Background: an optimization exercise with open tools, aiming at small area. Do not read the settings as production practice.
At most, simulation tests tie the RTL to the original design; equivalence was not proved.
The RTL of run 3 was laid out without a check of its function.
In every run shown here, the design's own scripts or RTL, not TritonCTS, make the clock network.
No driver is modelled on the clock port, so clock power and skew are understated where the tree is cut down; a real chip needs a root buffer or a tree.
Power is estimated from default activity; no workload was simulated.

### flow/flow/run.sh
#!/bin/bash
# Own layout flow: the standard ORFS flow (standard.sh) with
#  - synthesis run once per area-oriented ABC script in flow/abc_*.script
#    (in parallel, each in its own ORFS work folder syn_N/), keeping the
#    smallest netlist; only the combinational mapping differs between them,
#  - no extra synthesis buffer on the constant output, minimum-size port
#    buffers,
#  - a small hand-built clock buffer stage in place of TritonCTS
#    (flow/manual_cts.tcl).
# Each run's output goes to syn_N/synth.log and flow_standard.log here, and
# to the ORFS logs under syn_N/orfs/logs and orfs/logs.
set -euo pipefail
W=$PWD
R=results/sky130hd/rotary_combination_lock/base
mkscripts() {
  rm -rf "$1"
  cp -r "$FLOW_HOME/scripts" "$1"
  cp "$W/flow/manual_cts.tcl" "$1/manual_cts.tcl"
  sed -i 's|^log_cmd clock_tree_synthesis {\*}\$cts_args|source $::env(SCRIPTS_DIR)/manual_cts.tcl|' "$1/cts.tcl"
  grep -q manual_cts.tcl "$1/cts.tcl"
}
i=0
for s in "$W"/flow/abc_*.script; do
  i=$((i + 1))
  d="$W/syn_$i"
  rm -rf "$d"; mkdir -p "$d"
  mkscripts "$d/scripts"
  cp "$s" "$d/scripts/abc_area.script"
  sed "s|WORK_HOME=[^ ]*|WORK_HOME=$d/orfs|" standard.sh > "$d/std.sh"
  ( bash "$d/std.sh" SCRIPTS_DIR="$d/scripts" ADDER_MAP_FILE= SYNTH_INSBUF=0 synth > "$d/synth.log" 2>&1 || true ) &
done
wait
best=""; besta=""
for d in "$W"/syn_*; do
  f="$d/orfs/reports/sky130hd/rotary_combination_lock/base/synth_stat.txt"
  [ -f "$d/orfs/$R/1_synth.odb" ] && [ -f "$f" ] || continue
  a=$(grep -i "chip area for module" "$f" | awk '{print $NF}')
  echo "$d $a" >> "$W/flow_synth_choice.log"
  if [ -z "$best" ] || awk "BEGIN{exit !($a < $besta)}"; then best=$d; besta=$a; fi
done
[ -n "$best" ]
echo "chosen: $best $besta" >> "$W/flow_synth_choice.log"
rm -rf "$W/orfs"
cp -a "$best/orfs" "$W/orfs"
mkscripts "$W/scripts_mod"
cp "$best/scripts/abc_area.script" "$W/scripts_mod/abc_area.script"
export MCTS_N=${MCTS_N:-3}
export MCTS_CELL=${MCTS_CELL:-sky130_fd_sc_hd__clkbuf_8}
bash standard.sh SCRIPTS_DIR="$W/scripts_mod" ADDER_MAP_FILE= SYNTH_INSBUF=0 \
  "BUFFER_PORTS_ARGS=-buffer_cell sky130_fd_sc_hd__buf_1" \
  finish > "$W/flow_standard.log" 2>&1
### flow/flow/abc_1.script
strash
&get -n
&deepsyn -J 100
&put
dch -f
amap
### flow/flow/abc_2.script
strash
&get -n
&deepsyn -J 100
&put
dc2
dch -f
amap
### flow/flow/abc_3.script
strash
&get -n
&deepsyn -J 100 -S 7
&put
dch -f
amap
### flow/flow/abc_4.script
strash
&get -n
&deepsyn -J 500
&put
dch -f
amap
### flow/flow/manual_cts.tcl
# Clock buffering in place of TritonCTS: the flip-flop clock pins are split
# into MCTS_N groups of nearby sinks (by x, then y), and each group is driven
# by one MCTS_CELL buffer placed at its centroid and fed from the clock port.
set mcts_n $::env(MCTS_N)
set mcts_cell $::env(MCTS_CELL)
set db [ord::get_db]
set block [ord::get_db_block]
set master [$db findMaster $mcts_cell]
foreach clk_src [get_property [all_clocks] sources] {
  set clk_net [$block findNet [get_full_name $clk_src]]
  set sinks {}
  foreach it [$clk_net getITerms] {
    set inst [$it getInst]
    set bb [$inst getBBox]
    lappend sinks [list [expr {([$bb xMin] + [$bb xMax]) / 2}] [expr {([$bb yMin] + [$bb yMax]) / 2}] $it]
  }
  # grid partition: cols columns by x, then each column split by y
  set cols [expr {int(ceil(sqrt($mcts_n)))}]
  set sinks [lsort -integer -index 0 $sinks]
  set n [llength $sinks]
  set groups {}
  set left $mcts_n
  set start 0
  for {set c 0} {$c < $cols} {incr c} {
    set ng [expr {int(ceil(double($left) / ($cols - $c)))}]
    set cnt [expr {int(round(double($n - $start) * $ng / $left))}]
    set colsinks [lsort -integer -index 1 [lrange $sinks $start [expr {$start + $cnt - 1}]]]
    set start [expr {$start + $cnt}]
    set left [expr {$left - $ng}]
    set m [llength $colsinks]
    set s0 0
    for {set r 0} {$r < $ng} {incr r} {
      set k [expr {int(round(double($m - $s0) / ($ng - $r)))}]
      lappend groups [lrange $colsinks $s0 [expr {$s0 + $k - 1}]]
      set s0 [expr {$s0 + $k}]
    }
  }
  set g -1
  foreach grp $groups {
    incr g
    set sx 0; set sy 0
    foreach s $grp { incr sx [lindex $s 0]; incr sy [lindex $s 1] }
    set cx [expr {$sx / [llength $grp]}]
    set cy [expr {$sy / [llength $grp]}]
    set buf [odb::dbInst_create $block $master "mcts_buf_$g"]
    set net [odb::dbNet_create $block "mcts_net_$g"]
    $net setSigType CLOCK
    foreach s $grp {
      set it [lindex $s 2]
      $it disconnect
      $it connect $net
    }
    [$buf findITerm A] connect $clk_net
    [$buf findITerm X] connect $net
    $buf setLocation $cx $cy
    $buf setPlacementStatus PLACED
    puts "mcts: buffer mcts_buf_$g ($mcts_cell) drives [llength $grp] sinks at ($cx, $cy)"
  }
}
set_propagated_clock [all_clocks]
### flow/standard.sh
#!/bin/bash
# synth_recipe.tcl (not shown) runs the flow's synth.tcl, then flattens the netlist and writes it again
# the make line also repeats each setting of config.mk as NAME=value (left out here)
make -C /OpenROAD-flow-scripts/flow DESIGN_CONFIG=/design/flow/config.mk WORK_HOME=/design/flow/orfs CLKGATE_MAP_FILE= SYNTH_SCRIPT=/design/flow/synth_recipe.tcl "${@:-finish}"
### flow/config.mk
export PLATFORM = sky130hd
export DESIGN_NAME = rotary_combination_lock
export DESIGN_NICKNAME = rotary_combination_lock
export VERILOG_FILES = /design/flow/design.v
export SDC_FILE = /design/flow/constraint.sdc
export NUM_CORES = 4
export LEC_CHECK = 0
export ABC_AREA = 1
export CAP_MARGIN = 10
export CORE_MARGIN = 2
export CORE_UTILIZATION = 70
export GPL_TIMING_DRIVEN = 0
export SLEW_MARGIN = 10
### flow/constraint.sdc
create_clock -name core_clock -period 10.0 [get_ports {Clk}]
set_input_delay 2.0000 -clock core_clock [delete_from_list [all_inputs] [get_ports {Clk}]]
set_output_delay 2.0000 -clock core_clock [all_outputs]
set_load 0.01 [all_outputs]
### flow/design.v
`timescale 1ns / 1ps
module rotary_combination_lock(
    output wire LCD_E, LCD_RW, LCD_RS,
    output wire [3:0] SF_D,
    output wire [2:0] J1,
    input Clk,
    input Rst,
    input Center,
    input South,
    input wire rotA, rotB
);
    wire CenterSync, SouthSync;
    wire Right, Left;
    wire Locked;
    wire Tens;
    wire [3:0] Ones;
    synchronizer_nr syncA(CenterSync, Center, Clk);
    synchronizer_nr syncB(SouthSync, South, Clk);
    rotary_encoder_module U0(
         .Left(Left), .Right(Right), .Clk(Clk), .Rst(Rst),
         .rotA(rotA), .rotB(rotB));
    combination_lock_fsm U1(
         .state(J1), .Locked(Locked), .Right(Right), .Left(Left),
         .Tens(Tens), .Ones(Ones), .Center(CenterSync), .Clk(Clk),
         .South(SouthSync), .Rst(Rst));
    up_down_counter U2(
        .Tens(Tens), .Ones(Ones), .Up(Left), .Down(Right),
        .Clk(Clk), .South(South), .Rst(Rst));
    lcd_driver U3(Clk, Rst, South, Tens, Ones, Locked, SF_D, LCD_E,
        LCD_RS, LCD_RW);
endmodule
`timescale 1ns / 1ps
module synchronizer(
     output wire OutSignal,
     input wire InSignal,
     input wire Clk,
     input wire Rst
);
     reg buff0, buff1, buff2;
     always @(posedge Clk)
          if (Rst) begin
               buff0 <= 1'b0;
               buff1 <= 1'b0;
               buff2 <= 1'b0;
          end else begin
               buff0 <= InSignal;
               buff1 <= buff0;
               buff2 <= buff1;
          end
     assign OutSignal = buff2;
endmodule
module synchronizer_nr(
     output wire OutSignal,
     input wire InSignal,
     input wire Clk
);
     reg buff0, buff1, buff2;
     always @(posedge Clk) begin
          buff0 <= InSignal;
          buff1 <= buff0;
          buff2 <= buff1;
     end
     assign OutSignal = buff2;
endmodule
`timescale 1ns / 1ps
module combination_lock_fsm(output reg [2:0] state,
  output wire Locked,
  input wire Right, Left,
  input wire Tens,
  input wire [3:0] Ones,
  input wire Center,
  input wire Clk, South,
  input wire Rst
  );
  wire at13 = Tens & (Ones == 4'd3);
  wire at7  = ~Tens & (Ones == 4'd7);
  wire at17 = Tens & (Ones == 4'd7);
  reg [2:0] nextState;
  always @(*) begin
    nextState = state;
    case (state)
      3'd0: if (Right) nextState = 3'd1;
      3'd1: if (Left) nextState = at13 ? 3'd2 : 3'd0;
      3'd2: if (Right) nextState = at7 ? 3'd3 : 3'd0;
      3'd3: if (Left) nextState = at17 ? 3'd4 : 3'd0;
      3'd4: if (Center) nextState = at17 ? 3'd5 : 3'd0;
            else if (Right) nextState = 3'd0;
      3'd5: nextState = 3'd5;
      default: nextState = 3'd0;
    endcase
  end
  assign Locked = (state != 3'd5);
  always @(posedge Clk)
    if (Rst | South)
      state <= 3'd0;
    else
      state <= nextState;
endmodule
`timescale 1ns / 1ps
module up_down_counter(
  output reg Tens,
  output reg [3:0] Ones,
  input wire Up, Down,
  input wire Clk, South,
  input wire Rst
  );
  wire o0 = Ones[0], o1 = Ones[1], o2 = Ones[2], o3 = Ones[3];
  wire zero = ~(o3 | o2 | o1 | o0);
  wire nine = o3 & o0;
  wire [3:0] t;
  assign t[0] = Up | Down;
  assign t[1] = (Up & o0 & ~o3) | (Down & ~o0 & ~zero);
  assign t[2] = (Up & o1 & o0) | (Down & ~o1 & ~o0 & ~zero);
  assign t[3] = (Up & ((o2 & o1 & o0) | nine)) | (Down & ((o3 & ~o0) | zero));
  wire tt = (Up & nine) | (Down & zero);
  always @(posedge Clk)
    if (Rst | South) begin
      Tens <= 1'b0;
      Ones <= 4'd0;
    end else begin
      Tens <= Tens ^ tt;
      Ones <= Ones ^ t;
    end
endmodule
`timescale 1ns / 1ps
module lcd_driver(clk, Rst, reset, Tens, Ones, Locked, SF_D, LCD_E,
	LCD_RS, LCD_RW);
input clk, Rst, reset;
input Tens;
input [3:0] Ones;
input Locked;
output reg [3:0] SF_D;
output LCD_E;
output reg LCD_RS;
output LCD_RW;
localparam [20:0] K20      = 21'h100002;
localparam [20:0] K60      = 21'h140008;
localparam [20:0] K2000    = 21'h04ad05;
localparam [20:0] K2200    = 21'h0f672f;
localparam [20:0] K5000    = 21'h1d4136;
localparam [20:0] K80000   = 21'h145731;
localparam [20:0] K205000  = 21'h0532fd;
localparam [20:0] K750000  = 21'h06848b;
reg [20:0] x;
reg E, s1, A, L;
reg [3:0] c;
assign LCD_E = E;
assign LCD_RW = 1'b0;
wire P = A & (~c[0] | c[3]);   
wire k24 = P & (c == 4'd0) & ~s1 & ~E;   
wire low = ~(|x[19:0]);
wire fire = low & ~x[20] & (P ? reset : ~reset);
wire fb = x[20] ^ x[1] ^ low;
reg [20:0] K;
always @(*) begin
	if (~E)
		K = k24 ? K2000 : K20;
	else if (~s1) begin
		if (P & (c == 4'd10)) K = K205000;
		else if (P & (c == 4'd11)) K = K2200;
		else K = K60;
	end else begin
		if (P & (c == 4'd10)) K = K5000;
		else if (P & (c == 4'd15)) K = K80000;
		else if (~A & (c == 4'd0)) K = K2000;
		else K = K2200;
	end
end
reg [3:0] N;
always @(*) begin
	N = 4'h0;
	if (P) begin
		if (~s1)
			case (c)
				4'd10: N = 4'h3;
				4'd11: N = 4'h3;
				4'd12: N = 4'h2;
				default: N = 4'h0;
			endcase
		else
			case (c)
				4'd10: N = 4'h3;
				4'd11: N = 4'h2;
				4'd12: N = 4'h8;
				4'd13: N = 4'h6;
				4'd14: N = 4'hf;
				4'd15: N = 4'h1;
				default: N = 4'h0;
			endcase
	end else if (A) begin
		N = s1 ? 4'h0 : (L ? 4'h8 : 4'hc);
	end else if (~L) begin
		N = s1 ? 4'h0 : 4'h2;
	end else if (~s1) begin
		case (c)
			4'd1: N = 4'h3;
			4'd2: N = 4'h3;
			4'd3: N = 4'h3;
			4'd6: N = Locked ? 4'h2 : 4'h5;
			4'd7: N = Locked ? 4'h2 : 4'h4;
			4'd8: N = 4'h4;
			4'd9: N = 4'h4;
			4'd10: N = 4'h4;
			4'd11: N = 4'h4;
			4'd12: N = 4'h4;
			4'd13: N = 4'h4;
			default: N = 4'h2;
		endcase
	end else begin
		case (c)
			4'd1: N = 4'he;
			4'd2: N = {3'b000, Tens};
			4'd3: N = Ones;
			4'd6: N = Locked ? 4'h0 : 4'h5;
			4'd7: N = Locked ? 4'h0 : 4'he;
			4'd8: N = 4'hc;
			4'd9: N = 4'hf;
			4'd10: N = 4'h3;
			4'd11: N = 4'hb;
			4'd12: N = 4'h5;
			4'd13: N = 4'h4;
			default: N = 4'h0;
		endcase
	end
end
wire grp = (s1 & E) | k24;
always @(posedge clk)
if (Rst) begin
	x <= K750000;
	E <= 1'b0;
	s1 <= 1'b0;
	c <= 4'd10;
	A <= 1'b1;
	L <= 1'b0;
	SF_D <= 4'd0;
	LCD_RS <= 1'b0;
end else if (fire) begin
	x <= K;
	SF_D <= E ? 4'd0 : N;
	if (~E & ~s1 & ~P)
		LCD_RS <= ~A;
	if (~k24)
		{s1, E} <= {s1, E} + 2'd1;
	if (grp) begin
		c <= (A & (c == 4'd1)) ? 4'd1 : c + 4'd1;
		if (c == 4'd0)
			L <= ~L;
		A <= A ? (c != 4'd1) : (c == 4'd0);
	end
end else begin
	x <= {x[19:0], fb};
end
endmodule
`timescale 1 ns / 1 ps
`default_nettype none
module rotary_encoder_module(
     output wire Left, Right,
     input wire Clk, Rst,
     input wire rotA, rotB
);
     wire buffA, buffB;
     reg rotary_q1, rotary_q2;
     reg [1:0] pulse;  
     synchronizer syncA(buffA, rotA, Clk, Rst);
     synchronizer syncB(buffB, rotB, Clk, Rst);
     wire rise = ~rotary_q1 & buffA & buffB;
     wire pend = pulse[1] & pulse[0];
     always @(posedge Clk)
          if (Rst) begin
               rotary_q1 <= 1'b0;
               rotary_q2 <= 1'b0;
               pulse <= 2'b00;
          end else begin
               if (buffA & buffB)
                    rotary_q1 <= 1'b1;
               else if (~buffA & ~buffB)
                    rotary_q1 <= 1'b0;
               if (~buffA & buffB)
                    rotary_q2 <= 1'b1;
               else if (buffA & ~buffB)
                    rotary_q2 <= 1'b0;
               pulse[1] <= rise | (pend & rotary_q2);
               pulse[0] <= rise | (pend & ~rotary_q2);
          end
     assign Left  = pulse[1] & ~pulse[0];
     assign Right = pulse[0] & ~pulse[1];
endmodule
`default_nettype wire
==> results of run 1 <==
==> flip-flops by register name, summed over array words and instances (netlist names), 2 cells and up <==
signal and count:
U0.pulse 2, U3.x 21, U2.Ones 4, U3.c 4, U1.state 3, U3.SF_D 4
==> layout by cell type (no fill, tap or decap), drive strengths merged, types with 2 or more instances in the layout <==
| cell | n |
|---|---|
| nor2 | 67 |
| dfxtp | 58 |
| clkinv | 36 |
| nand2 | 17 |
| o21ai | 16 |
| nor3 | 14 |
| buf | 14 |
| nor2b | 10 |
| or3 | 8 |
| a21oi | 8 |
| nand3 | 7 |
| a211oi | 7 |
| a31oi | 7 |
| or4 | 4 |
| o21a | 4 |
| a31o | 4 |
| clkbuf | 4 |
| o32a | 2 |
| nor4 | 2 |
| nand4 | 2 |
| or2 | 2 |
| o211ai | 2 |
| a2111oi | 2 |
==> per-layer routing <==
layer  up-vias  track usage  share of wire
met5         -            0              0
met1       957        0.365           0.46
met4         0       0.0578          0.016
li1       1034            -              -
met2        77        0.448           0.46
met3        10       0.0273          0.065
==> final cells by class <==
class                           instances  area share
Sequential cell                        58       0.471
Multi-Input combinational cell        195       0.412
Inverter                               36      0.0548
Timing Repair Buffer                   15      0.0238
Tap cell                               44      0.0223
Buffer                                  3      0.0167
==> worst max-delay path by stage <==
stage	from	end	slack, ns
after floorplan	South	U3.x[3]	5.21
after global placement	South	U3.x[3]	4.19
after detailed placement	South	U3.x[3]	4.97
after CTS	South	U3.x[3]	5.13
after global routing	South	U3.x[3]	4.68
final	South	U3.x[3]	5.03
==> report_power, final <==
group | total, W | leakage, nW | switching [W] | internal, W
clock network | 0.0000822 | 0.0216 | 0.0000542 | 0.0000280
logic | 0.0000122 | 0.357 | 0.00000741 | 0.00000481
registers | 0.000241 | 0.476 | 0.00000338 | 0.000238
total | 0.000336 | 0.855 | 0.0000650 | 0.000271
==> critical path, stage by stage <==
cell and delay [ns]:
buf_1 0.13, clkinv_1 0.11, a2111oi_1 0.73, clkinv_1 0.25
nor2_1 0.23, nand2_1 0.10, nor2_1 0.16, clkinv_1 0.10
nor2_1 0.17, clkinv_1 0.11, nor2_1 0.29, nor2_1 0.13
nand2_1 0.08, nand2_1 0.08, or3_1 0.33
==> metrics by stage <==
| step | utilization | setup slack [ns] | hold WS [ns] |
|---|---|---|---|
| final | 0.795 | 5.03 | 0.342 |
| after global routing | 0.795 | 4.68 | 0.350 |
| after CTS | 0.795 | 5.13 | 0.347 |
| after detailed placement | 0.781 | 4.97 | 0.315 |
| after global placement | 0.779 | 4.19 | 0.312 |
| after floorplan | - | 5.21 | 0.310 |
==> kinds of logic (layout without fill, tap and decap cells) <==
family | count (synthesis) | after routing | synth area share
flops | 58 | 58 | 0.502
buf+inv | 36 | 54 | 0.0585
other cells | 1 | 1 | 0.00162
simple gates | 133 | 133 | 0.260
compound gates | 61 | 61 | 0.178
==> summary.md, run 1 <==
| Metric | Value |
|---|---|
| Area grow syn2layout | 6.77% |
| Layout cells sized above 1 | 0.0163 |
| Flops & latches, synth | between 50 and 60 |
| Routed WL | slightly below 5 mm |
| Row cnt | 20 |
| Final Skew | roughly 0.0096 ns |
| CTS-repair resized insts | 0 |
| RD Place Congestion | around 0.95 |
| Leading post-synthesis cells by cell area | dfxtp_1, nor2_1, clkinv_1, o21ai_0, nor3_1 |
| Mapped Avg Cell Area | about 8 um2 |
| Slew Limit Headroom | 0.457 |
| Power Density | between 100 and 150 nW/um2 |
| Most frequent cell after synthesis | nor2_1 |
| Vias in the first global route | approximately 1,800 |
| R2R Setup Slk | about 5.9 ns |
| Core Box Area | ~3100 um2 |
| WL/cell | about 14 um |
| Post-Synthesis Cells | approximately 290 |
| Data required, critical path | around 10 ns |
| Final Hold Viols | 0 |
| Final Max Slew Viols | 0 |
| Global-route wire length before repair | 7.76 mm |
| Period utilization | 0.497 |
| Post-CTS Setup Bufs | 0 |
| Yosys cell types | 31 |
| Port Buffer Count | 14 |
| Final HPWL DP | about 3.7 mm |
| Initial core utilization | 0.745 |
| Die Span X | 61.5 um |
| Via Count | between 2,000 and 2,500 |
| HP Start | syncA.buff1 |
| CP Capture Type | flip-flop |
| Outcome | finished clean |
| CTS Hold Buffers Added | 0 |
| Cell taking the most area after synthesis | dfxtp_1 |
| Most common flop cell mapped by yosys | dfxtp_1 |
| Synth async-reset ratio | 0 |
| Hold Path Depth | 0 |
| Number of synthesis warnings | 6 |
| # Max-Cap Violations | 0 |
| R2r endpoint | U3.x[3] |
| Worst Path Arrival | 5.02 ns |
| Final net count | about 320 |
| Hold Path Class | reg -> reg |
| Worst R2R Start | U3.x[12] |
| Final cell count without fillers | 351 |
| R2R depth | 16 |
| Startpoint types | input port |
| Largest net degree at the start of global routing | 32 |
| Multi-input gate area | just over 1000 um2 |
| Hold path endpoint | syncA.buff2 |
| Max VDD drop | 96.4 uV |
| Placed Cells | roughly 350 |
| Setup TNS | 0 ns |
| Slew @ Worst Pin | roughly 0.8 ns |
| Initial DRC Count | 189 |
| Most frequent cells after synthesis | nor2_1, dfxtp_1, clkinv_1 |
| Clock latency reported for the late side of the worst-skew pair | roughly 0.17 ns |
| Leak | between 0.8 and 0.9 nW |
| Antenna violations before repair | 0 |
| Fin area | between 2000 and 2500 um2 |
| Die ar. | roughly 3800 um2 |
| Yosys top cell area share | 0.502 |
| Unrepaired setup endpoints after global routing | no |
| Remaining global-route overflow | 0 |
| Worst-path clk slew | between 0.1 and 0.15 ns |
| Detail Route Antenna Nets | 0 |
| Register area share after synthesis | 0.502 |
| Minimum clock period | between 4 and 5 ns |
| Fill cells | 226 |
| Total power | between 0.0003 and 0.0004 W |
| Drt drc | 0 |
| GRT Total Usage | 0.263 |
| Ports | 16 |
| Post-DP Area | between 2000 and 2500 um2 |
| Critical setup path kind | in -> reg |
| Ant diodes | 0 |
| Drt first pass iters | 5 |
| Worst-path fanout max | 5 |
| Syn Nets | just under 300 |
| Vias per cell | just under 6 |
| Die Y | 61.5 um |
| Mapped Area | about 2300 um2 |
| Post-synth EDFFs | 0 |
| Reg area | about 1200 um2 |
| # setup viols final | 0 |
| F_max | 201 MHz |
==> run 2: changes to the inputs <==
--- a/flow/design.v
+++ b/flow/design.v
@@ -142,8 +142,12 @@
 localparam [20:0] K205000  = 21'h0532fd;
 localparam [20:0] K750000  = 21'h06848b;
 reg [20:0] x;
-reg E, s1, A, L;
-reg [3:0] c;
+reg E, L;
+reg [3:0] c_q;
+reg A_q, s1_q;
+wire [3:0] c = c_q ^ 4'd0;
+wire A = A_q ^ 1'b0;
+wire s1 = s1_q ^ 1'b1;
 assign LCD_E = E;
 assign LCD_RW = 1'b0;
 wire P = A & (~c[0] | c[3]);   
@@ -228,9 +232,9 @@
 if (Rst) begin
 	x <= K750000;
 	E <= 1'b0;
-	s1 <= 1'b0;
-	c <= 4'd10;
-	A <= 1'b1;
+	s1_q <= 1'b1;
+	c_q <= 4'd10;
+	A_q <= 1'b1;
 	L <= 1'b0;
 	SF_D <= 4'd0;
 	LCD_RS <= 1'b0;
@@ -240,12 +244,12 @@
 	if (~E & ~s1 & ~P)
 		LCD_RS <= ~A;
 	if (~k24)
-		{s1, E} <= {s1, E} + 2'd1;
+		{s1_q, E} <= ({s1, E} + 2'd1) ^ {1'b1, 1'b0};
 	if (grp) begin
-		c <= (A & (c == 4'd1)) ? 4'd1 : c + 4'd1;
+		c_q <= ((A & (c == 4'd1)) ? 4'd1 : c + 4'd1) ^ 4'd0;
 		if (c == 4'd0)
 			L <= ~L;
-		A <= A ? (c != 4'd1) : (c == 4'd0);
+		A_q <= (A ? (c != 4'd1) : (c == 4'd0)) ^ 1'b0;
 	end
 end else begin
 	x <= {x[19:0], fb};
==> summary.md, run 2 <==
| Metric | Value |
|---|---|
| Leading post-synthesis cells by cell area | dfxtp_1, nor2_1, clkinv_1, o21ai_0, nand2_1 |
| Flop pwr share | 0.715 |
| Cell taking the most area after synthesis | dfxtp_1 |
| Slew @ Worst Pin | ~0.9 ns |
| Vias in the first global route | between 1,500 and 2,000 |
| Syn Nets | 280 |
| Final Core Density | 0.793 |
| Flops & latches, synth | just under 60 |
| Most common flop cell mapped by yosys | dfxtp_1 |
| Drt first pass iters | 7 |
| Global-route wire length before repair | just under 8 mm |
| CTS-repair resized insts | 0 |
| Reg area | between 1000 and 1500 um2 |
| Area grow syn2layout | 6.85% |
| Via Count | 2,073 |
| Switch Pwr | 0.0000670 W |
| Hold_ws | 0.336 ns |
| GRT Total Usage | 0.273 |
| # setup viols final | 0 |
| Switching Share | 0.197 |
| Die ar. | between 3000 and 4000 um2 |
| Remaining global-route overflow | 0 |
| Final cell count without fillers | approximately 340 |
| Critical setup path kind | in -> reg |
| CP Capture Type | flip-flop |
| Placed Cells | ~330 |
| F_max | 154 MHz |
| Number of synthesis warnings | 6 |
| Yosys top cell area share | 0.508 |
| Final Hold Viols | 0 |
| Yosys cell types | 34 |
| Commonest non-fill, non-tap cell in the layout | dfxtp_1 |
| Final HPWL DP | roughly 3.7 mm |
| Layout cells sized above 1 | 0.0172 |
| Leak | 0.853 nW |
| Largest net degree at the start of global routing | 32 |
| Most frequent cells in the layout | dfxtp_1, nor2_1, clkinv_1, nand2_1, o21ai_0 |
| Int Power | around 0.00027 W |
| Post-DP Area | 2400 um2 |
| Hold Path Depth | 0 |
| Comb pwr share | 0.041 |
| Row cnt | 20 |
| Initial DRC Count | around 210 |
| Die Y | a little over 60 um |
| Clock latency reported for the late side of the worst-skew pair | 0.17 ns |
| Multi-input gate area | about 1000 um2 |
| RD Place Congestion | between 0.9 and 1 |
| Post-CTS Setup Bufs | 0 |
| # Max-Cap Violations | 0 |
| Synth async-reset ratio | 0 |
| Ant diodes | 0 |
| Register area share after synthesis | 0.508 |
| Max VDD drop | ~140 uV |
| Fin area | between 2000 and 2500 um2 |
| Mapped Avg Cell Area | approximately 8.3 um2 |
| Initial core utilization | 0.742 |
| Most used cell along the critical path | nor2_1 |
| Worst-path fanout max | 7 |
| Outcome | finished clean |
| Startpoint types | input port |
| Critical path's slowest cell | a2111oi_2 |
| Die Span X | 61.1 um |
| Post-synth EDFFs | 0 |
| Routed WL | just under 5 mm |
| CTS Hold Buffers Added | 0 |
| Unrepaired setup endpoints after global routing | no |
| R2R depth | 19 |
| Port Buffer Count | 14 |
| Hold Path Class | reg -> reg |
| Data required, critical path | approximately 10 ns |
| Clock power share | 0.244 |
| Core Box Area | between 3000 and 4000 um2 |
| Most frequent cells after synthesis | dfxtp_1, nor2_1, clkinv_1 |
| Mapped Area | approximately 2300 um2 |
| Top reg by flops | U3.x |
| CP Cell Sequence | buf_1, nor2_1, a2111oi_2, clkinv_1, or2_0, a31oi_1, nor2_1, clkinv_1, nor2_1, nand2_1, a21oi_1, nor3_1, o21ai_0, nor2_1, nor2b_1, nor2_1, nor2_1, o21ai_0 |
| Final net count | about 300 |
| Period utilization | 0.648 |
| Most frequent cell after synthesis | dfxtp_1 |
| WL/cell | 14.6 um |
| Final Max Slew Viols | 0 |
| Minimum clock period | 6.48 ns |
| Worst Path Arrival | roughly 6.6 ns |
| Crit-path max cell delay | approximately 0.8 ns |
| Ports | 16 |
| Post-Synthesis Cells | 274 |
| Final Skew | 0.0133 ns |
| Detail Route Antenna Nets | 0 |
| Worst-path clk slew | roughly 0.11 ns |
| Antenna violations before repair | 0 |
| Setup TNS | 0 ns |
| Power Density | approximately 140 nW/um2 |
| Vias per cell | about 6.2 |
| Drt drc | 0 |
| Max reg flops | 21 |
| Fill cells | around 220 |
| Slew Limit Headroom | 0.400 |
-- run 2: layer usage --
layer | track usage | share of wire | vias to the layer above
li1 | - | - | 1013
met1 | 0.406 | 0.45 | 965
met2 | 0.457 | 0.46 | 91
met3 | 0.0126 | 0.081 | 4
met4 | 0.0311 | 0.0082 | 0
met5 | 0 | 0 | -
-- run 2: through the flow --
step	setup WS, ns	power [W]
3_5_place_dp	3.59	0.000261
6_report	3.52	0.000339
4_1_cts	3.76	0.000340
5_1_grt	3.24	0.000351
3_3_place_gp	2.63	0.000260
2_1_floorplan	4.49	0.000255
-- run 2: area by class of cell --
class | instances | area share
repair buffers | 14 | 0.0221
plain buffers | 3 | 0.0169
inverters | 29 | 0.0446
flip-flops and latches | 58 | 0.476
well taps | 44 | 0.0226
multi-input cells | 187 | 0.418
-- run 2: power by group through the flow --
stage / logic [W] / registers, W / clock network [W]
after floorplan: 0.00000875 / 0.000246 / 0
after global placement: 0.0000129 / 0.000247 / 0
after detailed placement: 0.0000137 / 0.000248 / 0
after CTS: 0.0000138 / 0.000242 / 0.0000834
after global routing: 0.0000156 / 0.000243 / 0.0000923
final: 0.0000140 / 0.000242 / 0.0000827
-- run 2: final timing paths --
path / to / slack (ns) / start
min reg2reg: syncB.buff1 / 0.34 / syncB.buff0
max reg2reg: U3.x[0] / 4.34 / U3.c_q[0]
max: U3.x[0] / 3.52 / South
min: syncB.buff1 / 0.34 / syncB.buff0
-- run 2: critical path, delay by kind of cell --
kind	cells	cell delay, ns
buffers and inverters	3	0.65
AO/OA/AOI/OAI	5	1.72
AND/OR/NAND/NOR	10	2.19
-- run 2: kinds of logic (layout without fill, tap and decap cells) --
group	Yosys count	count (layout)	synth area share
AO/OA/AOI/OAI	66	66	0.202
flip-flops	58	58	0.508
buffers and inverters	29	46	0.0477
AND/OR/NAND/NOR	120	120	0.240
other	1	1	0.00164
==> run 3: changes to the inputs <==
--- a/flow/design.v
+++ b/flow/design.v
@@ -142,16 +142,12 @@
 localparam [20:0] K205000  = 21'h0532fd;
 localparam [20:0] K750000  = 21'h06848b;
 reg [20:0] x;
-reg E, L;
-reg [3:0] c_q;
-reg A_q, s1_q;
-wire [3:0] c = c_q ^ 4'd0;
-wire A = A_q ^ 1'b0;
-wire s1 = s1_q ^ 1'b1;
+reg E, s1, A, L;
+reg [3:0] c;
 assign LCD_E = E;
 assign LCD_RW = 1'b0;
-wire P = A & (~c[0] | c[3]);   
-wire k24 = P & (c == 4'd0) & ~s1 & ~E;   
+wire P = A & (c[0] | ~c[3]);   
+wire k24 = P & (c == 4'd15) & ~s1 & ~E;   
 wire low = ~(|x[19:0]);
 wire fire = low & ~x[20] & (P ? reset : ~reset);
 wire fb = x[20] ^ x[1] ^ low;
@@ -160,13 +156,13 @@
 	if (~E)
 		K = k24 ? K2000 : K20;
 	else if (~s1) begin
-		if (P & (c == 4'd10)) K = K205000;
-		else if (P & (c == 4'd11)) K = K2200;
+		if (P & (c == 4'd5)) K = K205000;
+		else if (P & (c == 4'd4)) K = K2200;
 		else K = K60;
 	end else begin
-		if (P & (c == 4'd10)) K = K5000;
-		else if (P & (c == 4'd15)) K = K80000;
-		else if (~A & (c == 4'd0)) K = K2000;
+		if (P & (c == 4'd5)) K = K5000;
+		else if (P & (c == 4'd0)) K = K80000;
+		else if (~A & (c == 4'd15)) K = K2000;
 		else K = K2200;
 	end
 end
@@ -176,19 +172,19 @@
 	if (P) begin
 		if (~s1)
 			case (c)
-				4'd10: N = 4'h3;
-				4'd11: N = 4'h3;
-				4'd12: N = 4'h2;
+				4'd5: N = 4'h3;
+				4'd4: N = 4'h3;
+				4'd3: N = 4'h2;
 				default: N = 4'h0;
 			endcase
 		else
 			case (c)
-				4'd10: N = 4'h3;
-				4'd11: N = 4'h2;
-				4'd12: N = 4'h8;
-				4'd13: N = 4'h6;
-				4'd14: N = 4'hf;
-				4'd15: N = 4'h1;
+				4'd5: N = 4'h3;
+				4'd4: N = 4'h2;
+				4'd3: N = 4'h8;
+				4'd2: N = 4'h6;
+				4'd1: N = 4'hf;
+				4'd0: N = 4'h1;
 				default: N = 4'h0;
 			endcase
 	end else if (A) begin
@@ -197,32 +193,32 @@
 		N = s1 ? 4'h0 : 4'h2;
 	end else if (~s1) begin
 		case (c)
-			4'd1: N = 4'h3;
-			4'd2: N = 4'h3;
-			4'd3: N = 4'h3;
-			4'd6: N = Locked ? 4'h2 : 4'h5;
-			4'd7: N = Locked ? 4'h2 : 4'h4;
-			4'd8: N = 4'h4;
-			4'd9: N = 4'h4;
-			4'd10: N = 4'h4;
-			4'd11: N = 4'h4;
-			4'd12: N = 4'h4;
-			4'd13: N = 4'h4;
+			4'd14: N = 4'h3;
+			4'd13: N = 4'h3;
+			4'd12: N = 4'h3;
+			4'd9: N = Locked ? 4'h2 : 4'h5;
+			4'd8: N = Locked ? 4'h2 : 4'h4;
+			4'd7: N = 4'h4;
+			4'd6: N = 4'h4;
+			4'd5: N = 4'h4;
+			4'd4: N = 4'h4;
+			4'd3: N = 4'h4;
+			4'd2: N = 4'h4;
 			default: N = 4'h2;
 		endcase
 	end else begin
 		case (c)
-			4'd1: N = 4'he;
-			4'd2: N = {3'b000, Tens};
-			4'd3: N = Ones;
-			4'd6: N = Locked ? 4'h0 : 4'h5;
-			4'd7: N = Locked ? 4'h0 : 4'he;
-			4'd8: N = 4'hc;
-			4'd9: N = 4'hf;
-			4'd10: N = 4'h3;
-			4'd11: N = 4'hb;
-			4'd12: N = 4'h5;
-			4'd13: N = 4'h4;
+			4'd14: N = 4'he;
+			4'd13: N = {3'b000, Tens};
+			4'd12: N = Ones;
+			4'd9: N = Locked ? 4'h0 : 4'h5;
+			4'd8: N = Locked ? 4'h0 : 4'he;
+			4'd7: N = 4'hc;
+			4'd6: N = 4'hf;
+			4'd5: N = 4'h3;
+			4'd4: N = 4'hb;
+			4'd3: N = 4'h5;
+			4'd2: N = 4'h4;
 			default: N = 4'h0;
 		endcase
 	end
@@ -232,9 +228,9 @@
 if (Rst) begin
 	x <= K750000;
 	E <= 1'b0;
-	s1_q <= 1'b1;
-	c_q <= 4'd10;
-	A_q <= 1'b1;
+	s1 <= 1'b0;
+	c <= 4'd5;
+	A <= 1'b1;
 	L <= 1'b0;
 	SF_D <= 4'd0;
 	LCD_RS <= 1'b0;
@@ -244,12 +240,12 @@
 	if (~E & ~s1 & ~P)
 		LCD_RS <= ~A;
 	if (~k24)
-		{s1_q, E} <= ({s1, E} + 2'd1) ^ {1'b1, 1'b0};
+		{s1, E} <= {s1, E} + 2'd1;
 	if (grp) begin
-		c_q <= ((A & (c == 4'd1)) ? 4'd1 : c + 4'd1) ^ 4'd0;
-		if (c == 4'd0)
+		c <= (A & (c == 4'd14)) ? 4'd14 : c - 4'd1;
+		if (c == 4'd15)
 			L <= ~L;
-		A_q <= (A ? (c != 4'd1) : (c == 4'd0)) ^ 1'b0;
+		A <= A ? (c != 4'd14) : (c == 4'd15);
 	end
 end else begin
 	x <= {x[19:0], fb};
==> summary.md, run 3 <==
| Metric | Value |
|---|---|
| Cell taking the most area after synthesis | dfxtp_1 |
| CTS-repair resized insts | 0 |
| Largest net degree at the start of global routing | 31 |
| # setup viols final | 0 |
| Top reg by flops | U3.x |
| R2R depth | 15 |
| Initial core utilization | 0.748 |
| Mux cell area share after synthesis | 0 |
| Slew Limit Headroom | 0.412 |
| Max reg flops | 21 |
| Final net count | ~320 |
| Most used routing layer | met2 |
| Adder-cell area share of the yosys netlist | 0 |
| Most used cell along the critical path | o21ai_0 |
| GRT Total Usage | 0.285 |
| Global-route wire length before repair | approximately 8.3 mm |
| Most frequent cells in the layout | nor2_1, dfxtp_1, clkinv_1, o21ai_0, nand2_1 |
| Setup TNS | 0 ns |
| Leak | 0.840 nW |
| Post-Synth XOR/XNOR Area | 0 |
| RD Place Congestion | roughly 0.94 |
| Compound-Gate Fraction of Synth Area | 0.191 |
| Final HPWL DP | between 3 and 4 mm |
| Mapped Avg Cell Area | a little under 8 um2 |
| Most frequent cells after synthesis | nor2_1, dfxtp_1, clkinv_1 |
| CP Capture Type | flip-flop |
| Worst Path Arrival | 5.77 ns |
| Crit-path max cell delay | between 0.7 and 0.8 ns |
| Outcome | finished clean |
| Hold Path Class | reg -> reg |
| Startpoint types | input port |
| Most frequent cell after synthesis | nor2_1 |
| Critical setup path kind | in -> reg |
| Detail Route Antenna Nets | 0 |
| Synth async-reset ratio | 0 |
| Final Hold Viols | 0 |
| Hold path endpoint | syncB.buff1 |
| Worst-path fanout max | 6 |
| Met1 Track Usage GR | 0.380 |
| Post-synth EDFFs | 0 |
| Via Count | between 2,000 and 2,500 |
| Slew @ Worst Pin | just under 0.9 ns |
| Die Y | approximately 62 um |
| WL/cell | between 10 and 15 um |
| Post-CTS Setup Bufs | 0 |
| Data required, critical path | ~10 ns |
| R2R Setup Slk | approximately 5.3 ns |
| Number of synthesis warnings | 6 |
| Yosys top cell area share | 0.500 |
| Worst R2R Start | U3.c[3] |
| Clock latency reported for the late side of the worst-skew pair | 0.17 ns |
| Layout cells sized above 1 | 0.0128 |
| Drt drc | 0 |
| Final Core Density | 0.797 |
| CP Cell Sequence | buf_1, clkinv_1, a21oi_1, nor4_1, nand2_1, nor2_1, clkinv_1, o21ai_0, or2_0, nor2_1, o21ai_0, clkinv_1, o21ai_0, o21ai_0, or4_1 |
| R2r endpoint | U3.x[1] |
| Met2 Use GR | 0.496 |
| Final Skew | about 0.012 ns |
| F_max | around 170 MHz |
| Post-Synthesis Cells | roughly 300 |
| Cell family with most CP delay | simple AND/OR/NAND/NOR gates |
| Initial DRC Count | about 160 |
| Die ar. | approximately 3800 um2 |
| CTS Hold Buffers Added | 0 |
| Power Density | approximately 140 nW/um2 |
| Vias in the first global route | approximately 1,900 |
| Mapped Area | between 2000 and 2500 um2 |
| Buf/Inv on CP | 4 |
| Register area share after synthesis | 0.500 |
| Syn Nets | around 300 |
| Port Buffer Count | 14 |
| Leading post-synthesis cells by cell area | dfxtp_1, nor2_1, clkinv_1, o21ai_0, a21oi_1 |
| Area grow syn2layout | 6.47% |
| Ant diodes | 0 |
| Final Max Slew Viols | 0 |
| HP Start | syncB.buff0 |
| Antenna violations before repair | 0 |
| Met3 usage | 0.0336 |
| Drt first pass iters | 4 |
| Core Box Area | between 3000 and 4000 um2 |
| Unrepaired setup endpoints after global routing | no |
| Post-synthesis simple-gate area fraction | 0.243 |
| Period utilization | 0.572 |
| Yosys cell types | 36 |
| Row cnt | 20 |
| Fill cells | around 240 |
| Main combinational cell family by area after synthesis | simple AND/OR/NAND/NOR gates |
| Remaining global-route overflow | 0 |
| Hold Path Depth | 0 |
| Critical path's slowest cell | nor4_1 |
| Vias per cell | 6.06 |
| Ports | 16 |
| # Max-Cap Violations | 0 |
| Max VDD drop | between 100 and 150 uV |
| Worst-path clk slew | roughly 0.12 ns |
| Minimum clock period | between 5 and 6 ns |
| Die Span X | ~62 um |
| Flops & latches, synth | slightly below 60 |
| Routed WL | 5.08 mm |
| Most common flop cell mapped by yosys | dfxtp_1 |
| Commonest non-fill, non-tap cell in the layout | nor2_1 |
| CP Depth | 15 |
==> run 3: cell types whose count changed after synthesis, sizes merged, moves of 4 or more <==
cell,delta
o21a,-5
clkinv,+11
o21ai,+11
o22ai,+4
nor4,+7
nor2,+8
a21oi,+9
==> run 3: layer usage <==
layer,routed length (um),vias up
li1,-,1057
met1,2210,982
met2,2430,111
met3,336,14
met4,107,0
met5,0,-
==> run 3: how the worst max path moves through the flow <==
stage / startpoint / endpoint / slack, ns
2_1_floorplan: South / U3.x[1] / 5.24
3_3_place_gp: South / U3.x[1] / 4.27
3_5_place_dp: South / U3.x[1] / 4.28
4_1_cts: South / U3.x[1] / 4.43
5_1_grt: South / U3.x[1] / 4.01
6_report: South / U3.x[1] / 4.28
==> run 3: cell families (layout without fill, tap and decap cells) <==
family                 after synthesis  count (layout)
AOI/OAI and AO/OA                   72              72
buffers and inverters               40              57
DFF                                 58              58
other                                1               1
and+or+nand+nor                    125             125
==> run 3: through the flow <==
stage	std cells	setup slack (ns)	total power, W	instance area (um2)	hold WS (ns)
after floorplan	296	5.24	0.000254	2320	0.310
after global placement	354	4.27	0.000259	2430	0.311
after detailed placement	354	4.28	0.000259	2430	0.319
after CTS	357	4.43	0.000338	2470	0.335
after global routing	357	4.01	0.000348	2470	0.343
final	357	4.28	0.000338	2470	0.328
==> run 3: power by group <==
group	internal [W]	switching, W
registers	0.000238	0.00000324
logic	0.00000458	0.00000820
clock network	0.0000281	0.0000561
total	0.000271	0.0000675
==> run 3: layout make-up <==
cell class / count / area [um2] / area share
multi-input cells: 198 / 1010 / 0.409
flip-flops and latches: 58 / 1160 / 0.470
well taps: 44 / 55.1 / 0.0223
plain buffers: 3 / 41.3 / 0.0167
inverters: 40 / 150 / 0.0607
repair buffers: 14 / 53.8 / 0.0218

-- re-timing with driven ports --
In the flow no input, the clock included, has a driving cell. The finished layouts below were timed again as built, in two steps.
Step 1, drivers: a clkbuf_16 drives Clk and a buf_2 each remaining input, both assumed.
Step 2, shift: input delay + t, output delay - t, t = (earliest + latest rising clock arrival at the registers) / 2. This alone moves slack from input paths to output paths.
a / b / c = ideal / step 1 / step 2; a / b = the first two.
run	t (ns)	slack for setup (ns)	worst slew at a driven data input, ns	pins driven straight from the clock port
run 1	0.209	5.034 / 5.050 / 4.841	0.04	3
run 2	0.208	3.517 / 3.542 / 3.334	0.03	3
run 3	0.209	4.281 / 4.307 / 4.098	0.03	3
After both steps setup and hold are still met in every run listed. For run 1, which loses most, drivers alone change the setup slack by +0.016 ns; drivers and shift together by -0.193 ns.
